Background: an optimization exercise with open tools, aiming at small area. Do not read the settings as production practice. In this exercise RTL edits were held to simulation tests only and were not proved equivalent to the original. Power figures rest on the tool's default switching activity, not on a simulated workload.

==> flow/design.v, too long to show whole: its modules and the start of the top module <==
// module filter_fir: 3527 lines
// module fir_fa: 4 lines
// module fir_ha: 4 lines
// module fir_nand2: 3 lines
// module fir_nor2: 3 lines
module filter_fir(input clk, input rst, input signed [15:0] din, output signed [15:0] dout);
  // ...
==> flow/flow/run.sh <==
#!/bin/bash
# The standard layout (standard.sh) with the clock tree built without dummy load cells
# and the port buffers made of the smallest buffer cell.
set -euo pipefail
CTS="-sink_clustering_enable -repair_clock_nets -dont_use_dummy_load -sink_clustering_size 22 -sink_clustering_max_diameter 50 -buf_list {sky130_fd_sc_hd__clkbuf_8}"
bash standard.sh "CTS_ARGS=$CTS" "BUFFER_PORTS_ARGS=-buffer_cell sky130_fd_sc_hd__buf_1" finish > standard_flow.log 2>&1
==> flow/standard.sh <==
#!/bin/bash
# synth_recipe.tcl (not shown) runs the flow's synth.tcl, then flattens the netlist and writes it again
# the make line also repeats each setting of config.mk as NAME=value (left out here)
make -C /OpenROAD-flow-scripts/flow DESIGN_CONFIG=/design/flow/config.mk WORK_HOME=/design/flow/orfs CLKGATE_MAP_FILE= SYNTH_SCRIPT=/design/flow/synth_recipe.tcl "${@:-finish}"
==> flow/config.mk <==
export PLATFORM = sky130hd
export DESIGN_NAME = filter_fir
export DESIGN_NICKNAME = filter_fir
export VERILOG_FILES = /design/flow/design.v
export SDC_FILE = /design/flow/constraint.sdc
export NUM_CORES = 8
export LEC_CHECK = 0
export CAP_MARGIN = 20
export CORE_MARGIN = 2
export CORE_UTILIZATION = 40
export SLEW_MARGIN = 20
export SYNTH_HIERARCHICAL = 1
==> flow/constraint.sdc <==
create_clock -name core_clock -period 6.5 [get_ports {clk}]
set_input_delay 1.3000 -clock core_clock [delete_from_list [all_inputs] [get_ports {clk}]]
set_output_delay 1.3000 -clock core_clock [all_outputs]
set_load 0.01 [all_outputs]
==> impl_table.tex, run 1 <==
\begin{tabular}{lr}
\hline
Metric & Value \\
\hline
\multicolumn{2}{l}{\textbf{Yosys}} \\
Leading post-synthesis cells by instance count & sky130\_fd\_sc\_hd\_\_dfxtp\_1, sky130\_fd\_sc\_hd\_\_fa\_1, sky130\_fd\_sc\_hd\_\_inv\_1 \\
Share of the yosys chip area belonging to registers & 55.92\% \\
Simple-Gate Fraction of Synth Area & 2.595\% \\
Post-synthesis compound-gate area fraction & 0.7505\% \\
Synth warnings & 7 \\
\multicolumn{2}{l}{\textbf{Final layout}} \\
Ant diodes & 4 \\
Filler cell count in the final layout & 9887 \\
Number of nets in the layout & 3854 \\
\multicolumn{2}{l}{\textbf{Critical path}} \\
Type of the setup path with the least slack & reg -> reg \\
Critical path's most frequent cell & sky130\_fd\_sc\_hd\_\_fa\_1 \\
Slowest cell delay on critical path & 0.56 ns \\
\multicolumn{2}{l}{\textbf{Floorplanning}} \\
Core box area & 0.1122 mm\^{}2 \\
\# Taps & 1500 \\
Die extent in x & 340.1 um \\
Boundary pin count & 34 \\
\multicolumn{2}{l}{\textbf{Placement}} \\
Post-placement cell count & 4327 \\
DP Wirelength & 80780 um \\
\multicolumn{2}{l}{\textbf{Power and ir drop}} \\
Switching power summed over all nets & 6.825 mW \\
Static leakage & 19.26 nW \\
Switching part of the total & 33.89\% \\
\multicolumn{2}{l}{\textbf{Timing}} \\
Count of final hold-check violations & 0 \\
Count of pins over their slew limit & 0 \\
Final sum of negative setup slack & 0 ns \\
\multicolumn{2}{l}{\textbf{Global route}} \\
Antenna violations before repair & 8 \\
Met3 usage & 3.636\% \\
\multicolumn{2}{l}{\textbf{Run status}} \\
Outcome & finished clean \\
\multicolumn{2}{l}{\textbf{Detailed routing}} \\
1st-iter DRT viols & 1045 \\
DR top layer & met4 \\
Routed wire length & 99830 um \\
Via count normalized by instance count & 4.422 \\
\multicolumn{2}{l}{\textbf{Clock network}} \\
Clock buffer depth & 3 \\
Clock tree from TritonCTS & yes \\
\hline
\end{tabular}
==> inputs of run 2 (changes only) <==
==> flow/flow/run.sh (replaced) <==
#!/bin/bash
# The standard layout (standard.sh) with the clock tree built without dummy load cells
# and the port buffers made of the smallest buffer cell.
set -euo pipefail
CTS="-sink_clustering_enable -repair_clock_nets -dont_use_dummy_load -sink_clustering_size 30 -sink_clustering_max_diameter 60 -buf_list {sky130_fd_sc_hd__clkbuf_16}"
bash standard.sh "CTS_ARGS=$CTS" "BUFFER_PORTS_ARGS=-buffer_cell sky130_fd_sc_hd__buf_1" finish > standard_flow.log 2>&1
==> impl_table.tex, run 2 <==
\begin{tabular}{lr}
\hline
Metric & Value \\
\hline
\multicolumn{2}{l}{\textbf{Clock network}} \\
Post-CTS setup buffer count & 0 \\
H-tree depth reported by CTS & 3 \\
Clock buffer depth & 3 (unchanged) \\
Clock buffer count from CTS & 77 \\
TritonCTS sink count & 1262 \\
CTS clock-pin slew for the worst setup and hold paths & 0.09 ns \\
Clock tree from TritonCTS & yes \\
Clk Latency, worst-skew pair & 0.67 ns \\
CTS Hold Bufs & 0 \\
CTS Root Buffer Type & sky130\_fd\_sc\_hd\_\_clkbuf\_16 \\
Resized cells post-CTS & 0 \\
\multicolumn{2}{l}{\textbf{Final layout}} \\
Number of nets in the layout & 3825 (-0.75\%) \\
Post-synthesis to final-layout area growth & 9.330\% \\
Commonest non-fill, non-tap cells in the layout & sky130\_fd\_sc\_hd\_\_dfxtp\_1, sky130\_fd\_sc\_hd\_\_fa\_1, sky130\_fd\_sc\_hd\_\_inv\_1 \\
Most flops, register & s1 \\
Final design area excluding fillers & 0.04940 mm\^{}2 \\
Most common cell after layout, fill and taps aside & sky130\_fd\_sc\_hd\_\_dfxtp\_1 \\
Leading registers by flop count & s1: 31 flops, s2: 28 flops, s3: 25 flops \\
Share of the core filled with cells in the final layout & 44.03\% \\
Flip-flop count of the largest register, all copies and words added & 31 \\
Layout cell share with drive strength beyond 1 & 4.545\% \\
\multicolumn{2}{l}{\textbf{Detailed routing}} \\
Remaining antenna violation count after routing & 0 \\
Wire length per cell after detailed routing & 22.57 um \\
Routed wire length & 99430 um (-0.40\%) \\
Number of search-and-repair iterations in the first detailed-routing pass & 4 \\
1st-iter DRT viols & 1092 (+4.5\%) \\
Via count normalized by instance count & 4.408 (-0.32\%) \\
Vias after detailed routing & 19420 \\
Count of unresolved DRC violations after routing & 0 \\
\multicolumn{2}{l}{\textbf{Timing}} \\
Skew final & 0.08529 ns \\
Unrepaired setup endpoints after global routing & no \\
Count of final hold-check violations & 0 (unchanged) \\
Final sum of negative setup slack & 0 ns (unchanged) \\
Worst slew margin relative to its limit & 34.59\% \\
Achievable clock frequency & 0.1592 GHz \\
Final critical-path share of the clock period & 96.61\% \\
Final setup vio count & 0 \\
Min cycle time layout & 6.280 ns \\
Worst-Margin Slew & 0.9812 ns \\
Count of pins over their slew limit & 0 (unchanged) \\
\multicolumn{2}{l}{\textbf{Floorplanning}} \\
Die extent in x & 340.1 um (unchanged) \\
Floorplan die area & 0.1157 mm\^{}2 \\
Boundary pin count & 34 (unchanged) \\
Effective utilization at floorplan & 40.27\% \\
Y dimension of the die & 340.1 um \\
Core box area & 0.1122 mm\^{}2 (unchanged) \\
Site row count & 123 \\
\multicolumn{2}{l}{\textbf{Yosys}} \\
Post-synthesis instance area & 0.04518 mm\^{}2 \\
Synth warnings & 7 (unchanged) \\
Syn Nets & 3680 \\
Share of Yosys cell area claimed by the top area cell type & 55.92\% \\
Share of the yosys chip area belonging to registers & 55.92\% (unchanged) \\
Post-Syn Instances & 2761 \\
Synth async-reset ratio & 0\% \\
Top cells by area, synth & sky130\_fd\_sc\_hd\_\_dfxtp\_1, sky130\_fd\_sc\_hd\_\_fa\_1, sky130\_fd\_sc\_hd\_\_ha\_1 \\
Top-count cell post-synth & sky130\_fd\_sc\_hd\_\_dfxtp\_1 \\
Ys flop type & sky130\_fd\_sc\_hd\_\_dfxtp\_1 \\
Dominant cell type by area after synthesis & sky130\_fd\_sc\_hd\_\_dfxtp\_1 \\
Leading post-synthesis cells by instance count & sky130\_fd\_sc\_hd\_\_dfxtp\_1, sky130\_fd\_sc\_hd\_\_fa\_1, sky130\_fd\_sc\_hd\_\_inv\_1 \\
Distinct cells, synth & 42 \\
Post-synth EDFFs & 0 \\
Avg Cell Area, Syn & 16.36 um\^{}2 \\
Number of storage elements in the synthesis netlist & 1262 \\
\multicolumn{2}{l}{\textbf{Worst hold path}} \\
Startpoint of the tightest hold check path & w9[5] \\
Hold Path Class & reg -> reg \\
Min-Delay Path Depth & 0 \\
Endpoint of the worst hold-timing path & w10[5] \\
\multicolumn{2}{l}{\textbf{Global route}} \\
Met3 usage & 3.519\% (-0.12 points) \\
Number of global-route vias before repair & 22960 \\
Antenna violations before repair & 7 (-1) \\
Met1 layer usage reported by global route & 24.30\% \\
GRT Util Overall & 18.16\% \\
Met2 layer usage reported by global route & 29.93\% \\
Total global routing overflow & 0 \\
Pin count of the biggest net entering global routing & 61 \\
Routing layer with the top usage in global route & met2 \\
Wire length of the first global-routing pass & 151200 um \\
\multicolumn{2}{l}{\textbf{Critical path}} \\
Launch point of the worst reg-to-reg path & w0[8] \\
Crit. End Element & register \\
Dominant delay contributor by cell family on the critical path & adder cells \\
Critical-path maximum fanout & 6 \\
Slowest cell delay on critical path & 0.57 ns (about the same) \\
Endpoint arrival time on the critical path & 6.76 ns \\
Worst path cell trace & inv\_1, fa\_1, fa\_1, fa\_1, ha\_1, fa\_1, fa\_1, ha\_1, fa\_1, fa\_1, fa\_1, fa\_1, fa\_1, fa\_1, nand2\_1 \\
R2r setup slk & 0.22 ns \\
Startpoint kind of the worst setup timing path & register \\
Terminus of the critical flop-to-flop path & s1[22] \\
Critical path buffers and inverters & 1 \\
Instance count on the critical path & 15 \\
Type of the setup path with the least slack & reg -> reg \\
Logic depth of the worst register-to-register path & 15 \\
Slowest cell on the critical path & sky130\_fd\_sc\_hd\_\_dfxtp\_1 \\
Critical path required time & 6.98 ns \\
Critical path's most frequent cell & sky130\_fd\_sc\_hd\_\_fa\_1 \\
\multicolumn{2}{l}{\textbf{Power and ir drop}} \\
VDD IR max & 0.0003657 V \\
PnR Total Power & 20.84 mW \\
Power per unit of standard cell area & 422.0 mW/mm\^{}2 \\
Static leakage & 19.44 nW (+0.97\%) \\
\multicolumn{2}{l}{\textbf{Placement}} \\
\# port buffers & 33 \\
DP Wirelength & 80780 um (unchanged) \\
Total cell area at the placement stage & 0.04747 mm\^{}2 \\
Placer Congestion & 0.8865 \\
\multicolumn{2}{l}{\textbf{Run status}} \\
Outcome & finished clean \\
\multicolumn{2}{l}{\textbf{Flow run}} \\
Maximum Capacitance Violations & 0 \\
\hline
\end{tabular}
## run 2: cell type report
cell class | count | area (um^2)
Antenna cell | 1 | 2.502
Multi-Input combinational cell | 1239 | 18960
Sequential cell | 1262 | 25260
Inverter | 254 | 953.4
Tap cell | 1500 | 1877
Timing Repair Buffer | 72 | 416.7
Clock buffer | 77 | 1927
Fill cell | 9827 | 62800
## run 2: metrics by stage
step	instances	hold WS [ns]	setup slack (ns)
floorplan	2761	0.3096	0.3065
global placement	4327	0.3097	0.2285
detailed placement	4327	0.3121	0.1512
CTS	4404	0.2666	0.1471
global route	4404	0.2606	0.02416
finish	4405	0.2710	0.2205
## run 2: worst max path at each step
stage,start,end,slack (ns)
3_3_place_gp,w0[9],s1[22],0.23
4_1_cts,w0[8],s1[22],0.15
5_1_grt,w0[8],s1[22],0.02
3_5_place_dp,w0[8],s1[22],0.15
2_1_floorplan,w0[6],s1[22],0.31
6_report,w0[8],s1[22],0.22
## run 2: modules after synthesis (local to each module, per instance), a selection
module	flops+latches	cells
filter_fir	1262	1688
fir_fa	0	1
fir_ha	0	1
## run 2: per-layer routing
layer  share of wire [%]  wire (um)  vias to the layer above
met2                  49      48720                      387
met5                   0          0                        -
li1                    -          -                     8572
met3                 4.8       4777                      156
met1                  43      42530                    10300
met4                 3.4       3401                        0
## run 2: where the power goes
group / internal (mW) / switching, mW / leakage [nW]
combinational: 3.83 / 4.26 / 8.25
sequential: 8.04 / 0.222 / 10.2
clock: 2.10 / 2.40 / 0.949
## run 2: kinds of logic (layout without fill, tap and decap cells)
logic type	Yosys count	count (layout)	share of synthesized area, %
buffers and inverters	260	403	2.160
adders and majority gates	901	901	38.34
DFF	1262	1262	55.92
and+or+nand+nor	277	277	2.595
other	0	1	0
xor gates and xnor gates	12	12	0.2326
AOI/OAI and AO/OA	49	49	0.7505
## run 2: worst reg2reg max path, cell delays in order (launching register included)
cell	delay, ns
sky130_fd_sc_hd__dfxtp_1	0.57
sky130_fd_sc_hd__inv_1	0.18
sky130_fd_sc_hd__fa_1	0.44
sky130_fd_sc_hd__fa_1	0.40
sky130_fd_sc_hd__fa_1	0.51
sky130_fd_sc_hd__ha_1	0.32
sky130_fd_sc_hd__fa_1	0.56
sky130_fd_sc_hd__fa_1	0.42
sky130_fd_sc_hd__ha_1	0.22
sky130_fd_sc_hd__fa_1	0.40
sky130_fd_sc_hd__fa_1	0.39
sky130_fd_sc_hd__fa_1	0.40
sky130_fd_sc_hd__fa_1	0.41
sky130_fd_sc_hd__fa_1	0.39
sky130_fd_sc_hd__fa_1	0.49
sky130_fd_sc_hd__nand2_1	0.05
==> inputs of run 3 (changes only) <==
==> flow/flow/run.sh (replaced) <==
#!/bin/bash
# The standard layout (standard.sh) with the clock tree built without dummy load cells
# and the port buffers made of the smallest buffer cell.
set -euo pipefail
CTS="-sink_clustering_enable -repair_clock_nets -dont_use_dummy_load -sink_clustering_size 20 -sink_clustering_max_diameter 60 -buf_list {sky130_fd_sc_hd__clkbuf_2 sky130_fd_sc_hd__clkbuf_4 sky130_fd_sc_hd__clkbuf_8}"
bash standard.sh "CTS_ARGS=$CTS" "BUFFER_PORTS_ARGS=-buffer_cell sky130_fd_sc_hd__buf_1" finish > standard_flow.log 2>&1
==> impl_table.tex, run 3 <==
\begin{tabular}{lr}
\hline
Metric & Value \\
\hline
\multicolumn{2}{l}{\textbf{Clock network}} \\
CTS Hold Bufs & 0 (unchanged) \\
TritonCTS sink count & 1262 (unchanged) \\
CTS clock-pin slew for the worst setup and hold paths & 0.11 ns (+0.02 ns) \\
Post-CTS setup buffer count & 0 (unchanged) \\
CTS Root Buffer Type & sky130\_fd\_sc\_hd\_\_clkbuf\_8 \\
Clk Latency, worst-skew pair & 0.77 ns (+0.10 ns) \\
Clock tree from TritonCTS & yes \\
Clock buffer depth & 3 (unchanged) \\
Resized cells post-CTS & 0 (unchanged) \\
H-tree depth reported by CTS & 3 (unchanged) \\
Clock buffer count from CTS & 87 (+13\%) \\
\multicolumn{2}{l}{\textbf{Critical path}} \\
Worst setup path startpoint & w0[8] \\
Type of the setup path with the least slack & reg -> reg \\
Crit. End Element & register \\
Terminus of the critical flop-to-flop path & s1[22] \\
Launch point of the worst reg-to-reg path & w0[8] \\
R2r setup slk & 0.22 ns (about the same) \\
Endpoint arrival time on the critical path & 6.85 ns (+0.09 ns) \\
Startpoint kind of the worst setup timing path & register \\
Worst setup endpoint & s1[22] \\
Logic depth of the worst register-to-register path & 15 (unchanged) \\
Critical path required time & 7.07 ns (+0.09 ns) \\
Critical-path maximum fanout & 6 (unchanged) \\
\multicolumn{2}{l}{\textbf{Final layout}} \\
Most common cell after layout, fill and taps aside & sky130\_fd\_sc\_hd\_\_dfxtp\_1 \\
Storage element area & 0.02527 mm\^{}2 (about the same) \\
Post-synthesis to final-layout area growth & 7.724\% \\
Number of nets in the layout & 3835 (+0.26\%) \\
Commonest non-fill, non-tap cells in the layout & sky130\_fd\_sc\_hd\_\_dfxtp\_1, sky130\_fd\_sc\_hd\_\_fa\_1, sky130\_fd\_sc\_hd\_\_inv\_1 \\
Flip-flop count of the largest register, all copies and words added & 31 (unchanged) \\
Layout cell share with drive strength beyond 1 & 4.907\% (+0.36 points) \\
Combined area of the multi-input logic cells & 0.01896 mm\^{}2 (unchanged) \\
Leading registers by flop count & s1: 31 flops, s2: 28 flops, s3: 25 flops \\
Most flops, register & s1 \\
Filler cell count in the final layout & 9913 (+0.88\%) \\
\multicolumn{2}{l}{\textbf{Global route}} \\
Total global routing overflow & 0 (unchanged) \\
Pin count of the biggest net entering global routing & 61 (unchanged) \\
GRT Util Overall & 18.12\% (-0.035 points) \\
Number of global-route vias before repair & 23110 (+0.68\%) \\
Antenna violations before repair & 8 (+1) \\
Wire length of the first global-routing pass & 151000 um (-0.14\%) \\
\multicolumn{2}{l}{\textbf{Yosys}} \\
Leading post-synthesis cells by instance count & sky130\_fd\_sc\_hd\_\_dfxtp\_1, sky130\_fd\_sc\_hd\_\_fa\_1, sky130\_fd\_sc\_hd\_\_inv\_1 \\
Share of the yosys chip area belonging to registers & 55.92\% (unchanged) \\
Synth warnings & 7 (unchanged) \\
Post-Syn Instances & 2761 (unchanged) \\
Top-count cell post-synth & sky130\_fd\_sc\_hd\_\_dfxtp\_1 \\
Ys flop type & sky130\_fd\_sc\_hd\_\_dfxtp\_1 \\
Post-synthesis instance area & 0.04518 mm\^{}2 (unchanged) \\
Post-synth EDFFs & 0 (unchanged) \\
Distinct cells, synth & 42 (unchanged) \\
Number of storage elements in the synthesis netlist & 1262 (unchanged) \\
Syn Nets & 3680 (unchanged) \\
Avg Cell Area, Syn & 16.36 um\^{}2 (unchanged) \\
Top cells by area, synth & sky130\_fd\_sc\_hd\_\_dfxtp\_1, sky130\_fd\_sc\_hd\_\_fa\_1, sky130\_fd\_sc\_hd\_\_ha\_1 \\
Dominant cell type by area after synthesis & sky130\_fd\_sc\_hd\_\_dfxtp\_1 \\
Share of Yosys cell area claimed by the top area cell type & 55.92\% (unchanged) \\
Synth async-reset ratio & 0\% (unchanged) \\
\multicolumn{2}{l}{\textbf{Timing}} \\
Min cycle time layout & 6.275 ns (-0.004330 ns) \\
Final sum of negative setup slack & 0 ns (unchanged) \\
Worst slew margin relative to its limit & 34.17\% (-0.42 points) \\
Unrepaired setup endpoints after global routing & no \\
Achievable clock frequency & 0.1594 GHz (about the same) \\
Skew final & 0.08951 ns (+0.004222 ns) \\
Final critical-path share of the clock period & 96.54\% (about the same) \\
Worst-Margin Slew & 0.9874 ns (+0.006231 ns) \\
Count of pins over their slew limit & 0 (unchanged) \\
Worst slack on hold paths & 0.2794 ns (+0.008431 ns) \\
Count of final hold-check violations & 0 (unchanged) \\
Final setup vio count & 0 (unchanged) \\
\multicolumn{2}{l}{\textbf{Worst hold path}} \\
Startpoint of the tightest hold check path & w48[12] \\
Hold Path Class & reg -> reg \\
\multicolumn{2}{l}{\textbf{Power and ir drop}} \\
Power per unit of standard cell area & 407.7 mW/mm\^{}2 (-3.4\%) \\
VDD IR max & 0.0003925 V (+7.3\%) \\
Static leakage & 19.12 nW (-1.7\%) \\
\multicolumn{2}{l}{\textbf{Floorplanning}} \\
Floorplan die area & 0.1157 mm\^{}2 (unchanged) \\
Site row count & 123 (unchanged) \\
Y dimension of the die & 340.1 um (unchanged) \\
Core box area & 0.1122 mm\^{}2 (unchanged) \\
Die extent in x & 340.1 um (unchanged) \\
Effective utilization at floorplan & 40.27\% (unchanged) \\
Boundary pin count & 34 (unchanged) \\
\multicolumn{2}{l}{\textbf{Detailed routing}} \\
Remaining antenna violation count after routing & 0 (unchanged) \\
DR top layer & met4 \\
Wire length per cell after detailed routing & 22.53 um (-0.20\%) \\
M1 WL & 42950 um (+0.98\%) \\
Via count normalized by instance count & 4.413 (+0.13\%) \\
Count of unresolved DRC violations after routing & 0 (unchanged) \\
Number of search-and-repair iterations in the first detailed-routing pass & 5 (+1) \\
Routed length on met3 & 4321 um (-9.5\%) \\
Routed wire length & 99470 um (about the same) \\
1st-iter DRT viols & 1048 (-4.0\%) \\
Met2 WL & 49030 um (+0.63\%) \\
Vias after detailed routing & 19490 (+0.38\%) \\
\multicolumn{2}{l}{\textbf{Run status}} \\
Outcome & finished clean \\
\multicolumn{2}{l}{\textbf{Flow run}} \\
Maximum Capacitance Violations & 0 (unchanged) \\
\multicolumn{2}{l}{\textbf{Placement}} \\
DP Wirelength & 80780 um (unchanged) \\
\# port buffers & 33 (unchanged) \\
Placer Congestion & 0.8865 (unchanged) \\
\hline
\end{tabular}
==> run 3: area by class of cell <==
cell class | count | area share, %
diodes | 2 | 0.01028
inverters | 254 | 1.959
clock buffers | 87 | 2.460
multi-input cells | 1239 | 38.95
well taps | 1500 | 3.856
repair buffers | 72 | 0.8561
flip-flops and latches | 1262 | 51.91
==> run 3: metrics by stage <==
| stage | total power, mW | setup WS (ns) | util [%] | area (um^2) | std cells |
|---|---|---|---|---|---|
| floorplan | 14.18 | 0.3065 | - | 45180 | 2761 |
| global placement | 16.57 | 0.2285 | 42.31 | 47470 | 4327 |
| detailed placement | 16.72 | 0.1512 | 42.31 | 47470 | 4327 |
| CTS | 20.22 | 0.1284 | 43.38 | 48660 | 4414 |
| global route | 21.50 | 0.03964 | 43.38 | 48670 | 4415 |
| finish | 19.84 | 0.2248 | 43.38 | 48670 | 4416 |
==> run 3: critical path, stage by stage (launching register included) <==
cell and delay [ns]:
sky130_fd_sc_hd__dfxtp_1 0.57, sky130_fd_sc_hd__inv_1 0.17, sky130_fd_sc_hd__fa_1 0.44, sky130_fd_sc_hd__fa_1 0.41, sky130_fd_sc_hd__fa_1 0.50, sky130_fd_sc_hd__ha_1 0.32
sky130_fd_sc_hd__fa_1 0.56, sky130_fd_sc_hd__fa_1 0.42, sky130_fd_sc_hd__ha_1 0.21, sky130_fd_sc_hd__fa_1 0.40, sky130_fd_sc_hd__fa_1 0.39, sky130_fd_sc_hd__fa_1 0.40
sky130_fd_sc_hd__fa_1 0.42, sky130_fd_sc_hd__fa_1 0.39, sky130_fd_sc_hd__fa_1 0.49, sky130_fd_sc_hd__nand2_1 0.05
==> run 3: worst min path at each step <==
stage / to / depth (start not counted)
detailed placement: d1[14] / 0
finish: w49[12] / 0
global route: w54[12] / 0
floorplan: d1[0] / 0
CTS: w51[4] / 0
global placement: w15[10] / 0
==> run 3: cells by family (layout without fill, tap and decap cells) <==
kind of cell,Yosys count,in the layout,synth area share (%)
xor gates and xnor gates,12,12,0.2326
buffers and inverters,260,413,2.160
and+or+nand+nor,277,277,2.595
adders and majority gates,901,901,38.34
DFF,1262,1262,55.92
other,0,2,0
AOI/OAI and AO/OA,49,49,0.7505
==> run 3: report_power, final <==
| part | internal, mW | switching [mW] |
|---|---|---|
| sequential | 8.04 | 0.222 |
| combinational | 3.84 | 4.26 |
| clock | 1.20 | 2.28 |
| total | 13.1 | 6.77 |
==> run 3: Yosys stat by module, one instance, submodules excluded, a selection <==
module      times used  cells inside  cell area, um^2  flops+latches
fir_fa             806             1            20.02              0
filter_fir           1          1688            27370           1262
fir_ha              77             1            12.51              0
==> run 3: metal layers <==
metal | up-vias | global-route usage [%]
met1 | 10370 | 24.33
li1 | 8584 | -
met5 | - | 0
met3 | 154 | 3.184
met4 | 0 | 5.743
met2 | 378 | 30.02

==> static timing again, ports no longer ideal <==
No port has a modelled driver above. Below, the same layouts with a new extraction and two added sets of constraints. Step 1, drivers: a clkbuf_16 drives clk and a buf_2 each remaining input, both assumed. Step 2 also shifts input and output timing later by t, the mid clock arrival at the registers, as if the neighbouring blocks saw the same clock. Slacks: ideal / step 1 / step 2; pairs: ideal / step 1.
run | t, ns | slack for setup (ns) | hold slack, ns
run 1 | 0.836 | 0.227 / 0.227 / 0.227 | 0.252 / 0.252 / 0.252
run 2 | 0.699 | 0.220 / 0.220 / 0.220 | 0.271 / 0.271 / 0.271
run 3 | 0.792 | 0.225 / 0.225 / 0.225 | 0.279 / 0.279 / 0.279
After both steps setup and hold are still met in every run listed.
